This is an optimization exercise on Yosys and OpenROAD, whose aim is small area, not a production implementation. In this exercise RTL edits were held to simulation tests only and were not proved equivalent to the original. Power is estimated from default activity; no workload was simulated.

==> flow/design.v, too long to show whole: its modules and the start of the top module <==
// module pipelined_complex_mult: 1120 lines
// module cm_fa: 4 lines
// module cm_ha: 4 lines
// module cm_xor: 3 lines
// module cm_xnor: 3 lines
// module cm_or: 3 lines
// module cm_ao: 3 lines
// module cm_ao22: 3 lines
// module cm_bpp0: 3 lines
// module cm_bpp0n: 3 lines
// module cm_and: 3 lines
module pipelined_complex_mult (
    input clk,                    
    input rst,                    
    input signed [7:0] a,         
    input signed [7:0] b,         
    input signed [7:0] c,         
    input signed [7:0] d,         
    output reg signed [16:0] real_out,  
    output reg signed [16:0] imag_out   
);
  // ...
==> flow/flow/run.sh <==
#!/bin/bash
# The standard layout (standard.sh) with one change: the buffers that
# buffer_ports puts on every input and output port are the smallest buffer,
# sky130_fd_sc_hd__buf_1, instead of the cell it picks by default.
# Each tool's full output is in the logs standard.sh writes under orfs/logs;
# this script's own output goes to run.log.
set -e
cd "$(dirname "$0")/.."
export BUFFER_PORTS_ARGS="-buffer_cell sky130_fd_sc_hd__buf_1"
bash standard.sh > run.log 2>&1
==> flow/standard.sh <==
#!/bin/bash
# synth_recipe.tcl (not shown) runs the flow's synth.tcl, then flattens the netlist and writes it again
# the make line also repeats each setting of config.mk as NAME=value (left out here)
make -C /OpenROAD-flow-scripts/flow DESIGN_CONFIG=/design/flow/config.mk WORK_HOME=/design/flow/orfs CLKGATE_MAP_FILE= SYNTH_SCRIPT=/design/flow/synth_recipe.tcl "${@:-finish}"
==> flow/config.mk <==
export PLATFORM = sky130hd
export DESIGN_NAME = pipelined_complex_mult
export DESIGN_NICKNAME = pipelined_complex_mult
export VERILOG_FILES = /design/flow/design.v
export SDC_FILE = /design/flow/constraint.sdc
export NUM_CORES = 4
export LEC_CHECK = 0
export CAP_MARGIN = 20
export CORE_MARGIN = 2
export CORE_UTILIZATION = 40
export CTS_BUF_LIST = sky130_fd_sc_hd__clkbuf_8
export GPL_TIMING_DRIVEN = 0
export SLEW_MARGIN = 20
export SYNTH_HIERARCHICAL = 1
==> flow/constraint.sdc <==
create_clock -name core_clock -period 5.0 [get_ports {clk}]
set_input_delay 1.0000 -clock core_clock [delete_from_list [all_inputs] [get_ports {clk}]]
set_output_delay 1.0000 -clock core_clock [all_outputs]
set_load 0.01 [all_outputs]
==> results.sh, run 1 <==
export IMPL_status="complete, no violations"
export IMPL_mostFrequentLayoutCells="xnor2_1, a22o_1, fa_1"
export IMPL_hold_worst_slack_ns=0.328
export IMPL_power_frac_comb_pct=63.9
export IMPL_die_area_mm2=0.0244
export IMPL_min_path_cells=0
export IMPL_slowest_delay_ns=0.54
export IMPL_crit_type="reg -> reg"
export IMPL_cts_sinks=140
export IMPL_start_kind="flop"
export IMPL_multiInputGateArea_mm2=0.00612
export IMPL_yosysSeqAreaShare_pct=33.1
export IMPL_grt_setup_unrepaired="false"
export IMPL_synth_adder_area_share_pct=26.9
export IMPL_power_density_mw_per_mm2=690
export IMPL_synth_top_family_by_area="adder cells"
export IMPL_io_pins=68
export IMPL_met3_usage_pct=3.08
export IMPL_layout_cells_non_filler=1141
export IMPL_clock_latency_ns=0.45
export IMPL_num_vias=5844
export IMPL_synth_compound_area_share_pct=15.3
export IMPL_row_count=55
export IMPL_hold_end="d2[7]"
export IMPL_yosys_warnings=7
export IMPL_p_clk_w=0.00100
export IMPL_hold_viol=0
export IMPL_tns_ns=0
export IMPL_synth_area_mm2=0.00925
export IMPL_synth_seq_cells=140
export IMPL_clock_buffers=18
export IMPL_synthSimpleGateAreaFrac_pct=5.27
export IMPL_wl_per_cell_um=18.1
export IMPL_postCtsHoldBufs=0
export IMPL_area_growth_syn_to_layout_pct=13.2
export IMPL_min_path_type="reg -> reg"
export IMPL_crit_cells=14
export IMPL_cts_tree="done"
export IMPL_multi_input_cells=581
export IMPL_pg_comb_w=0.00462
export IMPL_drc=0
export IMPL_r2r_end="imag_out[14]"
export IMPL_port_buffers=67
export IMPL_largestClassByArea="multi-input gates"
==> inputs of run 2 (changes only) <==
==> flow/flow/run.sh (replaced) <==
#!/bin/bash
# The standard layout (standard.sh) with these changes:
#  - buffer_ports puts the smallest buffer, sky130_fd_sc_hd__buf_1, on every
#    input and output port instead of the cell it picks by default;
#  - clock tree synthesis arguments as set below (CTS_ARGS), if any.
# Each tool's full output is in the logs standard.sh writes under orfs/logs;
# this script's own output goes to run.log.
set -e
cd "$(dirname "$0")/.."
export BUFFER_PORTS_ARGS="-buffer_cell sky130_fd_sc_hd__buf_1"
export CTS_ARGS="-sink_clustering_enable -repair_clock_nets -dont_use_dummy_load -buf_list sky130_fd_sc_hd__clkbuf_8"
export REMOVE_ABC_BUFFERS=1
bash standard.sh > run.log 2>&1
--- a/flow/config.mk
+++ b/flow/config.mk
@@ -9,5 +9,6 @@
 export CORE_MARGIN = 2
-export CORE_UTILIZATION = 40
+export CORE_UTILIZATION = 65
 export CTS_BUF_LIST = sky130_fd_sc_hd__clkbuf_8
 export GPL_TIMING_DRIVEN = 0
+export PLACE_DENSITY = 0.75
 export SLEW_MARGIN = 20
==> results.sh, run 2 <==
export IMPL_fin_skew_ns=0.0219
export IMPL_tightest_slew_ns=0.898
export IMPL_numCtsBuffers=17
export IMPL_ir_drop_mv=0.621
export IMPL_drc=0
export IMPL_finalSetupViolations=0
export IMPL_synth_most_common_cell="xnor2_1"
export IMPL_slew_limit_headroom_pct=40.1
export IMPL_crit_type="reg -> reg"
export IMPL_p_total_w=0.00686
export IMPL_finalNetCount=1014
export IMPL_yosys_warnings=7
export IMPL_mostFrequentLayoutCells="xnor2_1, a22o_1, fa_1"
export IMPL_status="complete, no violations"
export IMPL_fp_dieW_um=123
export IMPL_mostFrequentLayoutCell="xnor2_1"
export IMPL_regArea_mm2=0.00311
export IMPL_worst_r2r_path_depth=13
export IMPL_synth_area_mm2=0.00925
export IMPL_clk_path_buf_depth=2
export IMPL_row_count=43
export IMPL_antenna_found_initial=0
export IMPL_crit_path_end_kind="flop"
export IMPL_gp_congestion=0.829
export IMPL_cts_htree_levels=4
export IMPL_drtIter0Drc=360
export IMPL_async_flop_share_pct=37.1
export IMPL_design_area_mm2=0.0102
export IMPL_postRouteAntennaNets=0
export IMPL_post_synth_top_area_cell="fa_1"
export IMPL_reg_top3="imag_out: 17 flops, real_out: 17 flops"
export IMPL_yosys_top_cells_area="fa_1, dfxtp_1, dfrtp_1"
export IMPL_ys_types=18
export IMPL_port_buffers=67
export IMPL_power_leakage_nw=4.17
export IMPL_maxCapViolCount=0
export IMPL_fin_crit_sh_pct=96.5
export IMPL_grt_max_degree=31
export IMPL_io_pins=68
export IMPL_hold_viol=0
export IMPL_drt_wl_total_um=20100
export IMPL_vias_per_cell=5.95
export IMPL_start_util_pct=66.7
export IMPL_cp_required_ns=5.35
export IMPL_overflow=0
export IMPL_track_usage_pct=28.0
export IMPL_synthTopCellsByCount="xnor2_1, a22o_1, fa_1, dfxtp_1, xor2_1"
export IMPL_yosys_area_top_type_share_pct=23.4
export IMPL_power_density_mw_per_mm2=675
export IMPL_dp_slack_ns=-0.455
export IMPL_fill_cells=999
export IMPL_cts_tree="done"
export IMPL_syn_inst=745
export IMPL_core_area_mm2=0.0139
export IMPL_fin_crit_ns=4.83
export IMPL_fmax_mhz=207
export IMPL_drive_gt1_share_pct=8.89
export IMPL_wl_per_cell_um=19.6
export IMPL_yosysSeqAreaShare_pct=33.1
export IMPL_clock_latency_ns=0.44
export IMPL_cts_sinks=140
export IMPL_place_area_mm2=0.00974
export IMPL_min_path_cells=0
export IMPL_min_path_type="reg -> reg"
export IMPL_clk_pin_slew_ns=0.07
export IMPL_synth_seq_cells=140
export IMPL_die_area_mm2=0.0152
export IMPL_first_global_vias=6194
export IMPL_area_growth_syn_to_layout_pct=9.79
export IMPL_hold_worst_slack_ns=0.314
export IMPL_antenna_cells=0
export IMPL_path_max_fanout=6
export IMPL_drt_pass1_iterations=5
export IMPL_slew_viol_final=0
export IMPL_cts_root_buf="clkbuf_8"
export IMPL_grt_pass1_wl_um=31700
export IMPL_synth_area_per_cell_um2=12.4
export IMPL_die_h_um=123
export IMPL_hpwl_um=13300
export IMPL_synth_edf_count=0
export IMPL_start_kind="flop"
export IMPL_yosys_most_used_dff="dfxtp_1"
export IMPL_multiInputGateArea_mm2=0.00612
export IMPL_tns_ns=0
export IMPL_cp_arrival_ns=5.18
export IMPL_fin_ws_ns=0.174
export IMPL_num_vias=6093
run 2: cell counts after synthesis:
No cell type changed its count.
run 2: repair_timing:
action | CTS | global route
hold buffers | 0 | 0
gates resized for setup | 13 | 18
setup buffers | 0 | 15
gates cloned | 0 | 0
setup endpoints to repair | 16 | 5
endpoints found under the hold margin | 0 | 0
run 2: critical path, cell delays in order, from the launching register on:
cell and delay [ns]:
dfrtp_4 0.52, a22o_1 0.28, xnor2_2 0.15, fa_1 0.54, fa_1 0.45, fa_1 0.46, fa_1 0.42, fa_1 0.44
fa_2 0.40, a21o_1 0.22, a21o_2 0.26, a21o_1 0.24, a21o_1 0.19, xnor2_1 0.16
run 2: where the power goes:
group / internal (W) / switching, W / total [W]
logic: 0.00231 / 0.00230 / 0.00461
registers: 0.00142 / 0.000180 / 0.00160
clock network: 0.000298 / 0.000349 / 0.000648
total: 0.00403 / 0.00283 / 0.00686
run 2: logic make-up (layout without fill, tap and decap cells):
kind of cell	count (synthesis)	count (layout)	synth area share [%]
adder cells (fa/ha/maj)	134	134	26.9
XOR/XNOR	194	194	18.4
other	1	1	0.0405
buffers and inverters	24	123	1.05
flip-flops	140	140	33.1
AND/OR/NAND/NOR	84	84	5.27
AO/OA/AOI/OAI	168	168	15.3
run 2: area by class of cell:
type / instances / area share (%)
inverter: 23 / 0.850
tap: 180 / 2.22
multi-input combinational: 581 / 60.2
timing repair buffer: 83 / 3.78
sequential: 140 / 30.6
clock buffer: 17 / 2.30
run 2: metal layers:
| metal | vias up | track usage (%) | share of wire (%) | routed length (um) |
|---|---|---|---|---|
| met3 | 25 | 5.03 | 5.5 | 1110 |
| li1 | 2747 | - | - | - |
| met4 | 0 | 9.73 | 1.4 | 272 |
| met5 | - | 0 | 0 | 0 |
| met1 | 3107 | 36.1 | 42 | 8460 |
| met2 | 214 | 47.7 | 51 | 10200 |
run 2: through the flow:
stage	instances	utilization, %
2_1_floorplan	744	-
3_3_place_gp	991	70.0
3_5_place_dp	992	70.2
4_1_cts	1009	72.0
5_1_grt	1024	73.2
6_report	1024	73.2
run 2: modules after synthesis, one instance, submodules excluded, a selection:
| module | flops+latches | cells |
|---|---|---|
| cm_and | 0 | 1 |
| cm_ao22 | 0 | 1 |
| cm_bpp0 | 0 | 2 |
| cm_fa | 0 | 1 |
| cm_ha | 0 | 1 |
| cm_or | 0 | 1 |
| cm_xnor | 0 | 1 |
| cm_xor | 0 | 1 |
run 2: final timing paths:
kind / from / end / slack, ns
setup / recovery: a3[2] / real_out[15] / 0.17
hold reg to reg: d1[4] / d2[4] / 0.31
min in group asynchronous: rst / v2 / 0.55
hold / removal: d1[4] / d2[4] / 0.31
setup reg to reg: a3[2] / real_out[15] / 0.17
max in group asynchronous: rst / imag_out[6] / 3.87
==> inputs of run 3 (changes only) <==
--- a/flow/config.mk
+++ b/flow/config.mk
@@ -9,6 +9,5 @@
 export CORE_MARGIN = 2
-export CORE_UTILIZATION = 65
+export CORE_UTILIZATION = 40
 export CTS_BUF_LIST = sky130_fd_sc_hd__clkbuf_8
 export GPL_TIMING_DRIVEN = 0
-export PLACE_DENSITY = 0.75
 export SLEW_MARGIN = 20
==> results.sh, run 3 <==
export IMPL_hpwl_um=13000
export IMPL_multiInputGateArea_mm2=0.00613
export IMPL_async_flop_share_pct=37.1
export IMPL_synth_area_mm2=0.00925
export IMPL_yosys_area_top_type_share_pct=23.4
export IMPL_path_max_fanout=16
export IMPL_antenna_found_initial=0
export IMPL_fin_crit_ns=4.81
export IMPL_fin_skew_ns=0.0385
export IMPL_grt_setup_unrepaired="false"
export IMPL_die_h_um=156
export IMPL_finalNetCount=1011
export IMPL_vias_per_cell=5.13
export IMPL_cp_arrival_ns=5.11
export IMPL_drive_gt1_share_pct=9.16
export IMPL_worst_r2r_path_depth=12
export IMPL_tightest_slew_ns=0.883
export IMPL_min_path_type="reg -> reg"
export IMPL_row_count=55
export IMPL_layout_cells_non_filler=1126
export IMPL_yosysSeqAreaShare_pct=33.1
export IMPL_start_util_pct=40.9
export IMPL_power_density_mw_per_mm2=673
export IMPL_die_area_mm2=0.0244
export IMPL_fmax_mhz=208
export IMPL_synth_edf_count=0
export IMPL_wl_per_cell_um=17.8
export IMPL_core_area_mm2=0.0226
export IMPL_synth_area_per_cell_um2=12.4
export IMPL_track_usage_pct=17.3
export IMPL_cp_required_ns=5.31
export IMPL_p_total_w=0.00691
export IMPL_start_kind="flop"
export IMPL_fin_crit_sh_pct=96.1
export IMPL_crit_type="reg -> reg"
export IMPL_synthTopCellsByCount="xnor2_1, a22o_1, fa_1, dfxtp_1, xor2_1"
export IMPL_drt_pass1_iterations=6
export IMPL_cts_sinks=140
export IMPL_numCtsBuffers=17
export IMPL_crit_start="b3[4]"
export IMPL_overflow=0
export IMPL_cts_root_buf="clkbuf_8"
export IMPL_grt_pass1_wl_um=32300
export IMPL_post_synth_top_area_cell="fa_1"
export IMPL_drtIter0Drc=283
export IMPL_min_from="b1[6]"
export IMPL_cts_tree="done"
export IMPL_syn_inst=745
export IMPL_postCtsHoldBufs=0
export IMPL_synth_seq_cells=140
export IMPL_grt_max_degree=53
export IMPL_reg_top3="imag_out: 17 flops, real_out: 17 flops"
export IMPL_mostFrequentLayoutCells="xnor2_1, a22o_1, fa_1"
export IMPL_slew_viol_final=0
export IMPL_yosys_top_cells_area="fa_1, dfxtp_1, dfrtp_1"
export IMPL_area_growth_syn_to_layout_pct=11.1
export IMPL_drt_wl_total_um=20100
export IMPL_yosys_warnings=7
export IMPL_r2r_start="b3[4]"
export IMPL_finalSetupViolations=0
export IMPL_clk_path_buf_depth=2
export IMPL_synth_most_common_cell="xnor2_1"
export IMPL_dpl_cell_count=1096
export IMPL_ys_types=18
export IMPL_status="complete, no violations"
export IMPL_num_vias=5780
export IMPL_cts_htree_levels=4
export IMPL_fp_dieW_um=156
export IMPL_antenna_cells=0
export IMPL_mostFrequentLayoutCell="xnor2_1"
export IMPL_drc=0
export IMPL_port_buffers=67
export IMPL_clock_latency_ns=0.45
export IMPL_crit_path_end_kind="flop"
export IMPL_clk_pin_slew_ns=0.07
export IMPL_ir_drop_mv=0.532
export IMPL_io_pins=68
export IMPL_yosys_most_used_dff="dfxtp_1"
export IMPL_fill_cells=2117
export IMPL_min_path_cells=0
export IMPL_first_global_vias=5924
export IMPL_postRouteAntennaNets=0
export IMPL_power_leakage_nw=4.14
export IMPL_maxCapViolCount=0
export IMPL_hold_viol=0
export IMPL_gp_congestion=0.805
export IMPL_regArea_mm2=0.00312
export IMPL_slew_limit_headroom_pct=41.1
## run 3: per-stage QoR
step                      worst slack (ns)  setup TNS, ns  hold WS [ns]  cell area [um^2]  util, %
final                                0.193              0         0.310             10300     45.4
after global routing               0.00316              0         0.325             10300     45.4
after CTS                          0.00981              0         0.310             10100     44.8
after detailed placement            -0.515          -4.71         0.312              9860     43.5
after global placement              -0.463          -4.12         0.312              9850     43.5
after floorplan                      0.101              0         0.310              9240        -
## run 3: per-module statistics from Yosys, one instance, submodules excluded
module | copies in the design | flops+latches | cells inside
pipelined_complex_mult | 1 | 140 | 207
cm_fa | 108 | 0 | 1
cm_bpp0 | 4 | 0 | 2
cm_bpp0n | 12 | 0 | 2
cm_ha | 26 | 0 | 1
cm_ao22 | 128 | 0 | 1
cm_xnor | 132 | 0 | 1
cm_xor | 40 | 0 | 1
cm_ao | 34 | 0 | 1
cm_and | 14 | 0 | 1
cm_or | 24 | 0 | 1
## run 3: repair_timing
item / 4_1_cts / 5_1_grt
gates resized for setup: 16 / 22
buffers inserted: 3 / 10
pin swaps: 0 / 1
setup endpoints to repair: 17 / 7
## run 3: logic make-up after synthesis
| logic type | Yosys count | synth area share, % |
|---|---|---|
| adders and majority gates | 134 | 26.9 |
| AOI/OAI and AO/OA | 168 | 15.3 |
| DFF | 140 | 33.1 |
| xor gates and xnor gates | 194 | 18.4 |
| buffers and inverters | 24 | 1.05 |
| and+or+nand+nor | 84 | 5.27 |
| other | 1 | 0.0405 |
## run 3: layout make-up
cell class,instances,share of cell area (%)
Tap cell,285,3.47
Inverter,23,0.864
Multi-Input combinational cell,581,59.7
Sequential cell,140,30.3
Clock buffer,17,2.28
Timing Repair Buffer,80,3.40
## run 3: final timing paths
kind                                 to  slack, ns
min in group asynchronous            v1       0.64
max in group asynchronous         a3[2]       3.85
setup / recovery           real_out[14]       0.19
setup reg to reg           real_out[14]       0.19
hold / removal                    b2[6]       0.31
hold reg to reg                   b2[6]       0.31
## run 3: worst max-delay path, stage by stage, from the launching register on
cell and delay, ns:
dfrtp_1 0.83, a22o_1 0.27, xor2_1 0.22, fa_1 0.47
fa_1 0.49, fa_1 0.52, fa_2 0.43, fa_1 0.45
a21o_1 0.22, a21o_2 0.26, a21o_4 0.25, a21o_1 0.17
xnor2_1 0.11
## run 3: layer usage
metal  part of all wire (%)  GRT usage (%)
met3                    4.4           2.89
met1                     44           22.5
met2                     49           29.1
met5                      0              0
met4                    1.9           5.94
## run 3: power breakdown
group	internal (W)	leakage (nW)	switching [W]
combinational	0.00240	2.66	0.00225
sequential	0.00142	1.36	0.000177
clock	0.000300	0.122	0.000369

[static timing again, ports no longer ideal]
The results above use ideal ports. As a check the final layouts listed here were re-extracted and re-timed, cells and wires unchanged. Step 1 assumes that a clkbuf_16 drives the clock port and a buf_2 every other input. Step 2, shift: input delay + t, output delay - t, t = (earliest + latest rising clock arrival at the registers) / 2. This alone moves slack from input paths to output paths. a / b / c = ideal ports / drivers / drivers and shift; a / b = the first two.
run	shift t [ns]	slack for setup (ns)	worst hold slack (ns)
run 1	0.487	0.184 / 0.184 / 0.184	0.328 / 0.328 / 0.328
run 2	0.472	0.174 / 0.174 / 0.174	0.314 / 0.314 / 0.314
run 3	0.476	0.193 / 0.193 / 0.193	0.310 / 0.310 / 0.310
After both steps setup and hold are still met in every run listed.
